What follows belongs to an exercise in optimizing a design on an open flow for small area, a short achievable clock period and few clock cycles per item; a production flow would make more cautious choices.
RTL that was checked went through simulation tests only; none was proved equivalent to the original.
Power figures rest on the tool's default switching activity, not on a simulated workload.

==> module alu_design, before the edit <==
module alu_design(clock,reset,A,B,start_op,op_sel,result,end_op);
	localparam IN_WIDTH = 16;
	localparam OUT_WIDTH = 32;
	localparam OP_WIDTH = 3;
	input logic clock,reset;
	input logic [IN_WIDTH - 1 : 0] A;
	input logic [IN_WIDTH - 1 : 0] B;
	input logic start_op;
	input [OP_WIDTH - 1 : 0] op_sel;
	output logic [OUT_WIDTH - 1 : 0] result;
	output logic end_op;
	logic [2:0] cnt;           
	wire is_mul = op_sel[2] & ~op_sel[0];
	wire is_sub = ~op_sel[2] & op_sel[1] & ~op_sel[0];
	wire [15:0] src = (cnt == 3'd0) ? B : result[15:0];
	wire [1:0] dig = src[1:0];
	wire [15:0] hi = (cnt == 3'd0) ? 16'd0 : result[31:16];
	wire [15:0] x  = is_mul ? hi : (B ^ {16{is_sub}});
	wire [15:0] y  = A & {16{~is_mul | dig[0]}};
	wire [16:0] z  = ({A, 1'b0} & {17{is_mul & dig[1]}});
	wire [16:0] s  = {1'b0, x ^ y} ^ z;
	wire [16:0] c  = ({1'b0, x & y}) | ({1'b0, x ^ y} & z);
	wire [17:0] sum = 18'(s) + 18'({c, is_sub});
	logic [31:0] res_d;
	always_comb begin
		if (op_sel[2])
			res_d = op_sel[0] ? {16'd0, c[15:0]} : {sum, src[15:2]};
		else if (op_sel[1] & op_sel[0])
			res_d = {16'd0, s[15:0]};
		else if (op_sel[1])
			res_d = {{16{~sum[16]}}, sum[15:0]};
		else if (op_sel[0])
			res_d = {15'd0, sum[16:0]};
		else
			res_d = 32'd0;
	end
	always_ff @(posedge clock)
		result <= res_d;
	always_ff @(posedge clock or posedge reset)
	begin
		if (reset) begin
			end_op <= 1'b0;
			cnt    <= 3'd0;
		end
		else if (start_op) begin
			end_op <= ~is_mul | (cnt == 3'd7);
			cnt    <= (is_mul && cnt != 3'd7) ? cnt + 3'd1 : 3'd0;
		end
		else begin
			end_op <= 1'b0;
			cnt    <= 3'd0;
		end
	end
endmodule
==> flow/config.mk <==
export PLATFORM = sky130hd
export DESIGN_NAME = alu_design
export DESIGN_NICKNAME = alu_design
export VERILOG_FILES = /design/flow/design.v
export SDC_FILE = /design/flow/constraint.sdc
export NUM_CORES = 4
export LEC_CHECK = 0
export ABC_CLOCK_PERIOD_IN_PS = 3500
export CAP_MARGIN = 20
export CORE_MARGIN = 2
export CORE_UTILIZATION = 40
export SETUP_SLACK_MARGIN = 5
export SLEW_MARGIN = 20
==> flow/constraint.sdc <==
create_clock -name core_clock -period 8.5 [get_ports {clock}]
set_input_delay 1.7000 -clock core_clock [delete_from_list [all_inputs] [get_ports {clock}]]
set_output_delay 1.7000 -clock core_clock [all_outputs]
set_load 0.01 [all_outputs]
run.sh (not shown) runs the stock make flow with config.mk's settings and CLKGATE_MAP_FILE= SYNTH_SCRIPT=/design/flow/synth_recipe.tcl, a recipe that flattens the netlist after the stock synthesis.
The baseline produced a clean layout.
Testbench counts at the start, summed over its fixed seeds: cycles 52,084, items 24,000.
Edit:
==> flow/design.v (replaced) <==
module alu_design(clock,reset,A,B,start_op,op_sel,result,end_op);
	localparam IN_WIDTH = 16;
	localparam OUT_WIDTH = 32;
	localparam OP_WIDTH = 3;
	input logic clock,reset;
	input logic [IN_WIDTH - 1 : 0] A;
	input logic [IN_WIDTH - 1 : 0] B;
	input logic start_op;
	input [OP_WIDTH - 1 : 0] op_sel;
	output logic [OUT_WIDTH - 1 : 0] result;
	output logic end_op;
	logic [1:0] cnt;           
	wire is_mul = op_sel[2] & ~op_sel[0];
	wire is_sub = ~op_sel[2] & op_sel[1] & ~op_sel[0];
	wire [15:0] src = (cnt == 2'd0) ? B : result[15:0];
	wire [3:0] dig = src[3:0];
	wire [15:0] hi = (cnt == 2'd0) ? 16'd0 : result[31:16];
	wire [15:0] x  = is_mul ? hi : (B ^ {16{is_sub}});
	wire [15:0] y  = A & {16{~is_mul | dig[0]}};
	wire [16:0] z  = ({A, 1'b0} & {17{is_mul & dig[1]}});
	wire [16:0] s  = {1'b0, x ^ y} ^ z;
	wire [16:0] c  = ({1'b0, x & y}) | ({1'b0, x ^ y} & z);
	wire [19:0] sum = 20'(s) + 20'({c, is_sub}) + ({20'd0} | ({A, 2'd0} & {18{is_mul & dig[2]}})) + ({20'd0} | ({A, 3'd0} & {19{is_mul & dig[3]}}));
	logic [31:0] res_d;
	always_comb begin
		if (op_sel[2])
			res_d = op_sel[0] ? {16'd0, c[15:0]} : {sum, src[15:4]};
		else if (op_sel[1] & op_sel[0])
			res_d = {16'd0, s[15:0]};
		else if (op_sel[1])
			res_d = {{16{~sum[16]}}, sum[15:0]};
		else if (op_sel[0])
			res_d = {15'd0, sum[16:0]};
		else
			res_d = 32'd0;
	end
	always_ff @(posedge clock)
		result <= res_d;
	always_ff @(posedge clock or posedge reset)
	begin
		if (reset) begin
			end_op <= 1'b0;
			cnt    <= 2'd0;
		end
		else if (start_op) begin
			end_op <= ~is_mul | (cnt == 2'd3);
			cnt    <= (is_mul && cnt != 2'd3) ? cnt + 2'd1 : 2'd0;
		end
		else begin
			end_op <= 1'b0;
			cnt    <= 2'd0;
		end
	end
endmodule
Die area grows by well over a third.
Clock power climbs by well over a third.
Clock skew drops by 4.5 ps.
Setup slack got worse by 1100 ps.
Count of clock-buffer cells in the layout stays the same.
First-iteration DRC count came out higher by well over a third.
Non-clock buffer count grows by 35.
Sequential cell count shrinks by 1.
Function not checked in the second run of this note: the RTL went through the layout flow alone.

========
## the reference run
alu_design, a different RTL version from the one above (not shown whole).
For scale: about 420 cells after synthesis, ~71 I/O pins.
==> module alu_design, before the edit <==
module alu_design(clock,reset,A,B,start_op,op_sel,result,end_op);
	localparam IN_WIDTH = 16;
	localparam OUT_WIDTH = 32;
	localparam OP_WIDTH = 3;
	input logic clock,reset;
	input logic [IN_WIDTH - 1 : 0] A;
	input logic [IN_WIDTH - 1 : 0] B;
	input logic start_op;
	input [OP_WIDTH - 1 : 0] op_sel;
	output logic [OUT_WIDTH - 1 : 0] result;
	output logic end_op;
	logic [2:0] cnt;           
	wire is_mul = op_sel[2] & ~op_sel[0];
	wire is_sub = ~op_sel[2] & op_sel[1] & ~op_sel[0];
	wire [15:0] src = (cnt == 3'd0) ? B : result[15:0];
	wire [1:0] dig = src[1:0];
	wire [15:0] hi = (cnt == 3'd0) ? 16'd0 : result[31:16];
	wire        sub = op_sel[1] & ~op_sel[0];
	wire [15:0] x  = hi | (~B & {16{sub}});
	wire [15:0] y  = A & {16{~op_sel[2] | dig[0]}};
	wire [16:0] z  = op_sel[2] ? {A & {16{dig[1]}}, 1'b0} : {1'b0, B & {16{~sub}}};
	wire [16:0] s  = {1'b0, x ^ y} ^ z;
	wire [16:0] c  = ({1'b0, x & y}) | ({1'b0, x ^ y} & z);
	wire [17:0] sum = 18'(s) + 18'({c, is_sub});
	logic [31:0] res_d;
	always_comb begin
		if (op_sel[2])
			res_d = op_sel[0] ? {16'd0, A & B} : {sum, src[15:2]};
		else if (op_sel[1] & op_sel[0])
			res_d = {16'd0, s[15:0]};
		else if (op_sel[1])
			res_d = {{16{~sum[16]}}, sum[15:0]};
		else if (op_sel[0])
			res_d = {15'd0, sum[16:0]};
		else
			res_d = 32'd0;
	end
	always_ff @(posedge clock)
		result <= res_d;
	always_ff @(posedge clock or posedge reset)
	begin
		if (reset) begin
			end_op <= 1'b0;
			cnt    <= 3'd0;
		end
		else if (start_op) begin
			end_op <= ~is_mul | (cnt == 3'd7);
			cnt    <= (is_mul && cnt != 3'd7) ? cnt + 3'd1 : 3'd0;
		end
		else begin
			end_op <= 1'b0;
			cnt    <= 3'd0;
		end
	end
endmodule
==> flow/config.mk <==
export PLATFORM = sky130hd
export DESIGN_NAME = alu_design
export DESIGN_NICKNAME = alu_design
export VERILOG_FILES = /design/flow/design.v
export SDC_FILE = /design/flow/constraint.sdc
export NUM_CORES = 4
export LEC_CHECK = 0
export CAP_MARGIN = 20
export CORE_MARGIN = 2
export CORE_UTILIZATION = 40
export SETUP_SLACK_MARGIN = 3
export SLEW_MARGIN = 20
==> flow/constraint.sdc <==
create_clock -name core_clock -period 8.5 [get_ports {clock}]
set_input_delay 1.7000 -clock core_clock [delete_from_list [all_inputs] [get_ports {clock}]]
set_output_delay 1.7000 -clock core_clock [all_outputs]
set_load 0.01 [all_outputs]
standard.sh (not shown) runs the stock make flow with config.mk's settings and CLKGATE_MAP_FILE= SYNTH_SCRIPT=/design/flow/synth_recipe.tcl, a recipe that flattens the netlist after the stock synthesis.
==> flow/flow/run.sh <==
#!/bin/bash
# The standard layout, with the port buffers made from the smallest
# buffer cell instead of the flow's default choice.
set -euo pipefail
bash standard.sh BUFFER_PORTS_ARGS="-buffer_cell sky130_fd_sc_hd__buf_1" finish > standard_flow.log 2>&1
#### Input delta (the trial run over the reference run)
-- flow/design.v --
<<< the reference run, line 16
	wire [1:0] dig = src[1:0];
	wire [15:0] hi = (cnt == 3'd0) ? 16'd0 : result[31:16];
	wire        sub = op_sel[1] & ~op_sel[0];
	wire [15:0] x  = hi | (~B & {16{sub}});
	wire [15:0] y  = A & {16{~op_sel[2] | dig[0]}};
	wire [16:0] z  = op_sel[2] ? {A & {16{dig[1]}}, 1'b0} : {1'b0, B & {16{~sub}}};
	wire [16:0] s  = {1'b0, x ^ y} ^ z;
	wire [16:0] c  = ({1'b0, x & y}) | ({1'b0, x ^ y} & z);
	wire [17:0] sum = 18'(s) + 18'({c, is_sub});
	logic [31:0] res_d;
	always_comb begin
>>> the trial run, line 16
	wire [1:0] dig = src[1:0];
	wire [15:0] hi = (cnt == 3'd0) ? 16'd0 : result[31:16];
	wire [15:0] x  = hi;
	wire [15:0] y  = A & {16{~op_sel[2] | dig[0]}};
	wire [16:0] z  = op_sel[2] ? {A & {16{dig[1]}}, 1'b0} : {1'b0, B ^ {16{op_sel[1] & ~op_sel[0]}}};
	wire [16:0] s  = {1'b0, x ^ y} ^ z;
	wire [16:0] c  = ({1'b0, x & y}) | ({1'b0, x ^ y} & z);
	function [17:0] bk_add;
		input [17:0] a;
		input [17:0] b;
		input ci;
		reg [17:0] p, g, gg, pp;
		integer l, j;
		begin
			p  = a ^ b;
			g  = a & b;
			gg = g;
			pp = p;
			gg[0] = g[0] | (p[0] & ci);
			for (l = 1; l < 18; l = l * 2)
				for (j = 2 * l - 1; j < 18; j = j + 2 * l) begin
					gg[j] = gg[j] | (pp[j] & gg[j - l]);
					pp[j] = pp[j] & pp[j - l];
				end
			for (l = 8; l >= 1; l = l / 2)
				for (j = 3 * l - 1; j < 18; j = j + 2 * l) begin
					gg[j] = gg[j] | (pp[j] & gg[j - l]);
					pp[j] = pp[j] & pp[j - l];
				end
			bk_add = p ^ {gg[16:0], ci};
		end
	endfunction
	wire [17:0] sum = bk_add(18'(s), 18'(c) << 1, is_sub);
	logic [31:0] res_d;
	always_comb begin
Summary — length of the first detailed-routing pass in iterations, the trial run relative to the reference run: lower, by 1. Side by side, global-route usage turned out lower in the trial run than in the reference run. The trial run has sequential group power below what the reference run had. Compared with the reference run, the trial run is more frugal on power. The lower post-route minimum period came out of the reference run. Relative to the reference run, the post-route fraction of the period consumed by the critical path of the trial run is higher by 0.54 points. Summary of the comparison: area growth from synthesis to layout is higher in the trial run, relative to the reference run. Against the reference run, the trial run comes in 0.014 ns higher on final-layout worst hold slack. Of the two values seen for dominant combinational cell family by area after synthesis, adder cells was produced by the trial run and compound AO/OA/AOI/OAI gates by the reference run.
No run of this note included a check of the RTL's function; only the layout flow was run.

========
RTL: one of the versions met above, not the one the previous note started from.
Size: ~390 cells after synthesis, roughly 36 flip-flops, about 71 I/O pins, roughly 0.0032 mm2 of cells after synthesis.
==> module alu_design, before the edit <==
module alu_design(clock,reset,A,B,start_op,op_sel,result,end_op);
	localparam IN_WIDTH = 16;
	localparam OUT_WIDTH = 32;
	localparam OP_WIDTH = 3;
	input logic clock,reset;
	input logic [IN_WIDTH - 1 : 0] A;
	input logic [IN_WIDTH - 1 : 0] B;
	input logic start_op;
	input [OP_WIDTH - 1 : 0] op_sel;
	output logic [OUT_WIDTH - 1 : 0] result;
	output logic end_op;
	logic [2:0] cnt;           
	wire is_mul = op_sel[2] & ~op_sel[0];
	wire is_sub = ~op_sel[2] & op_sel[1] & ~op_sel[0];
	wire [15:0] src = (cnt == 3'd0) ? B : result[15:0];
	wire [1:0] dig = src[1:0];
	wire [15:0] hi = (cnt == 3'd0) ? 16'd0 : result[31:16];
	wire [15:0] x  = hi;
	wire [15:0] y  = A & {16{~op_sel[2] | dig[0]}};
	wire [16:0] z  = op_sel[2] ? {A & {16{dig[1]}}, 1'b0} : {1'b0, B ^ {16{op_sel[1] & ~op_sel[0]}}};
	wire [16:0] s  = {1'b0, x ^ y} ^ z;
	wire [16:0] c  = ({1'b0, x & y}) | ({1'b0, x ^ y} & z);
	function [17:0] bk_add;
		input [17:0] a;
		input [17:0] b;
		input ci;
		reg [17:0] p, g, gg, pp;
		integer l, j;
		begin
			p  = a ^ b;
			g  = a & b;
			gg = g;
			pp = p;
			gg[0] = g[0] | (p[0] & ci);
			for (l = 1; l < 18; l = l * 2)
				for (j = 2 * l - 1; j < 18; j = j + 2 * l) begin
					gg[j] = gg[j] | (pp[j] & gg[j - l]);
					pp[j] = pp[j] & pp[j - l];
				end
			for (l = 8; l >= 1; l = l / 2)
				for (j = 3 * l - 1; j < 18; j = j + 2 * l) begin
					gg[j] = gg[j] | (pp[j] & gg[j - l]);
					pp[j] = pp[j] & pp[j - l];
				end
			bk_add = p ^ {gg[16:0], ci};
		end
	endfunction
	wire [17:0] sum = bk_add(18'(s), 18'(c) << 1, is_sub);
	logic [31:0] res_d;
	always_comb begin
		if (op_sel[2])
			res_d = op_sel[0] ? {16'd0, A & B} : {sum, src[15:2]};
		else if (op_sel[1] & op_sel[0])
			res_d = {16'd0, s[15:0]};
		else if (op_sel[1])
			res_d = {{16{~sum[16]}}, sum[15:0]};
		else if (op_sel[0])
			res_d = {15'd0, sum[16:0]};
		else
			res_d = 32'd0;
	end
	always_ff @(posedge clock)
		result <= res_d;
	always_ff @(posedge clock or posedge reset)
	begin
		if (reset) begin
			end_op <= 1'b0;
			cnt    <= 3'd0;
		end
		else if (start_op) begin
			end_op <= ~is_mul | (cnt == 3'd7);
			cnt    <= (is_mul && cnt != 3'd7) ? cnt + 3'd1 : 3'd0;
		end
		else begin
			end_op <= 1'b0;
			cnt    <= 3'd0;
		end
	end
endmodule
==> flow/config.mk <==
export PLATFORM = sky130hd
export DESIGN_NAME = alu_design
export DESIGN_NICKNAME = alu_design
export VERILOG_FILES = /design/flow/design.v
export SDC_FILE = /design/flow/constraint.sdc
export NUM_CORES = 4
export LEC_CHECK = 0
export CAP_MARGIN = 20
export CORE_MARGIN = 2
export CORE_UTILIZATION = 40
export SETUP_SLACK_MARGIN = 3.5
export SLEW_MARGIN = 20
==> flow/constraint.sdc <==
create_clock -name core_clock -period 8.5 [get_ports {clock}]
set_input_delay 1.7000 -clock core_clock [delete_from_list [all_inputs] [get_ports {clock}]]
set_output_delay 1.7000 -clock core_clock [all_outputs]
set_load 0.01 [all_outputs]
Scripts as last shown in full above: flow/flow/run.sh
Next try:
--- a/flow/design.v
+++ b/flow/design.v
@@ -13,41 +13,17 @@
 	wire is_mul = op_sel[2] & ~op_sel[0];
 	wire is_sub = ~op_sel[2] & op_sel[1] & ~op_sel[0];
 	wire [15:0] src = (cnt == 3'd0) ? B : result[15:0];
 	wire [1:0] dig = src[1:0];
 	wire [15:0] hi = (cnt == 3'd0) ? 16'd0 : result[31:16];
-	wire [15:0] x  = hi;
+	wire        sub = op_sel[1] & ~op_sel[0];
+	wire [15:0] x  = hi | (~B & {16{sub}});
 	wire [15:0] y  = A & {16{~op_sel[2] | dig[0]}};
-	wire [16:0] z  = op_sel[2] ? {A & {16{dig[1]}}, 1'b0} : {1'b0, B ^ {16{op_sel[1] & ~op_sel[0]}}};
+	wire [16:0] z  = op_sel[2] ? {A & {16{dig[1]}}, 1'b0} : {1'b0, B & {16{~sub}}};
 	wire [16:0] s  = {1'b0, x ^ y} ^ z;
 	wire [16:0] c  = ({1'b0, x & y}) | ({1'b0, x ^ y} & z);
-	function [17:0] bk_add;
-		input [17:0] a;
-		input [17:0] b;
-		input ci;
-		reg [17:0] p, g, gg, pp;
-		integer l, j;
-		begin
-			p  = a ^ b;
-			g  = a & b;
-			gg = g;
-			pp = p;
-			gg[0] = g[0] | (p[0] & ci);
-			for (l = 1; l < 18; l = l * 2)
-				for (j = 2 * l - 1; j < 18; j = j + 2 * l) begin
-					gg[j] = gg[j] | (pp[j] & gg[j - l]);
-					pp[j] = pp[j] & pp[j - l];
-				end
-			for (l = 8; l >= 1; l = l / 2)
-				for (j = 3 * l - 1; j < 18; j = j + 2 * l) begin
-					gg[j] = gg[j] | (pp[j] & gg[j - l]);
-					pp[j] = pp[j] & pp[j - l];
-				end
-			bk_add = p ^ {gg[16:0], ci};
-		end
-	endfunction
-	wire [17:0] sum = bk_add(18'(s), 18'(c) << 1, is_sub);
+	wire [17:0] sum = 18'(s) + 18'({c, is_sub});
 	logic [31:0] res_d;
 	always_comb begin
 		if (op_sel[2])
 			res_d = op_sel[0] ? {16'd0, A & B} : {sum, src[15:2]};
 		else if (op_sel[1] & op_sel[0])
The new run passed the timing, design-rule and antenna checks. Count of clock-buffer cells in the layout went up by 1. Sequential share of layout area went up by 1.1 points. Wire length went up by 8.1%. Clock power went down by 20%. Core utilization went down by 6.3 points. Die area went up by 4.7%. Register-to-register slack improves by 0.14 ns. Sequential power went up by about 4%. Combinational power went up by 8.1%. Total power went up by 0.89%. Synthesized cell count went up by 8.8%.
No functional check of the RTL was part of any run of this note.

-- what the ideal ports hide --
The results above use ideal ports. As a check the final layouts listed here were re-extracted and re-timed, cells and wires unchanged. Step 1 (the two cells are an assumption about what drives the block):
set clk [get_ports {clock}]
set_driving_cell -lib_cell sky130_fd_sc_hd__clkbuf_16 $clk
set_driving_cell -lib_cell sky130_fd_sc_hd__buf_2 [delete_from_list [all_inputs] $clk]
Step 2 also shifts input and output timing later by t, the mid clock arrival at the registers, as if the neighbouring blocks saw the same clock. Slacks: ideal / step 1 / step 2; pairs: ideal / step 1.
run | shift t [ns] | setup WS [ns] | latest minus earliest clock arrival (ns)
the first run of note 1 | 0.322 | 3.782 / 3.686 / 3.364 | 0.010 / 0.010
the second run of note 1 | 0.327 | 2.660 / 2.649 / 2.322 | 0.005 / 0.005
the reference run | 0.321 | 3.228 / 3.236 / 2.915 | 0.004 / 0.004
the trial run | 0.325 | 3.182 / 3.189 / 2.864 | 0.005 / 0.006
the first run of note 3 | 0.328 | 3.438 / 3.420 / 3.092 | 0.008 / 0.008
the second run of note 3 | 0.328 | 3.592 / 3.528 / 3.201 | 0.012 / 0.011
After both steps every run listed still meets setup and hold. For the first run of note 1, which loses most, drivers alone change the setup slack by -0.096 ns; drivers and shift together by -0.418 ns.
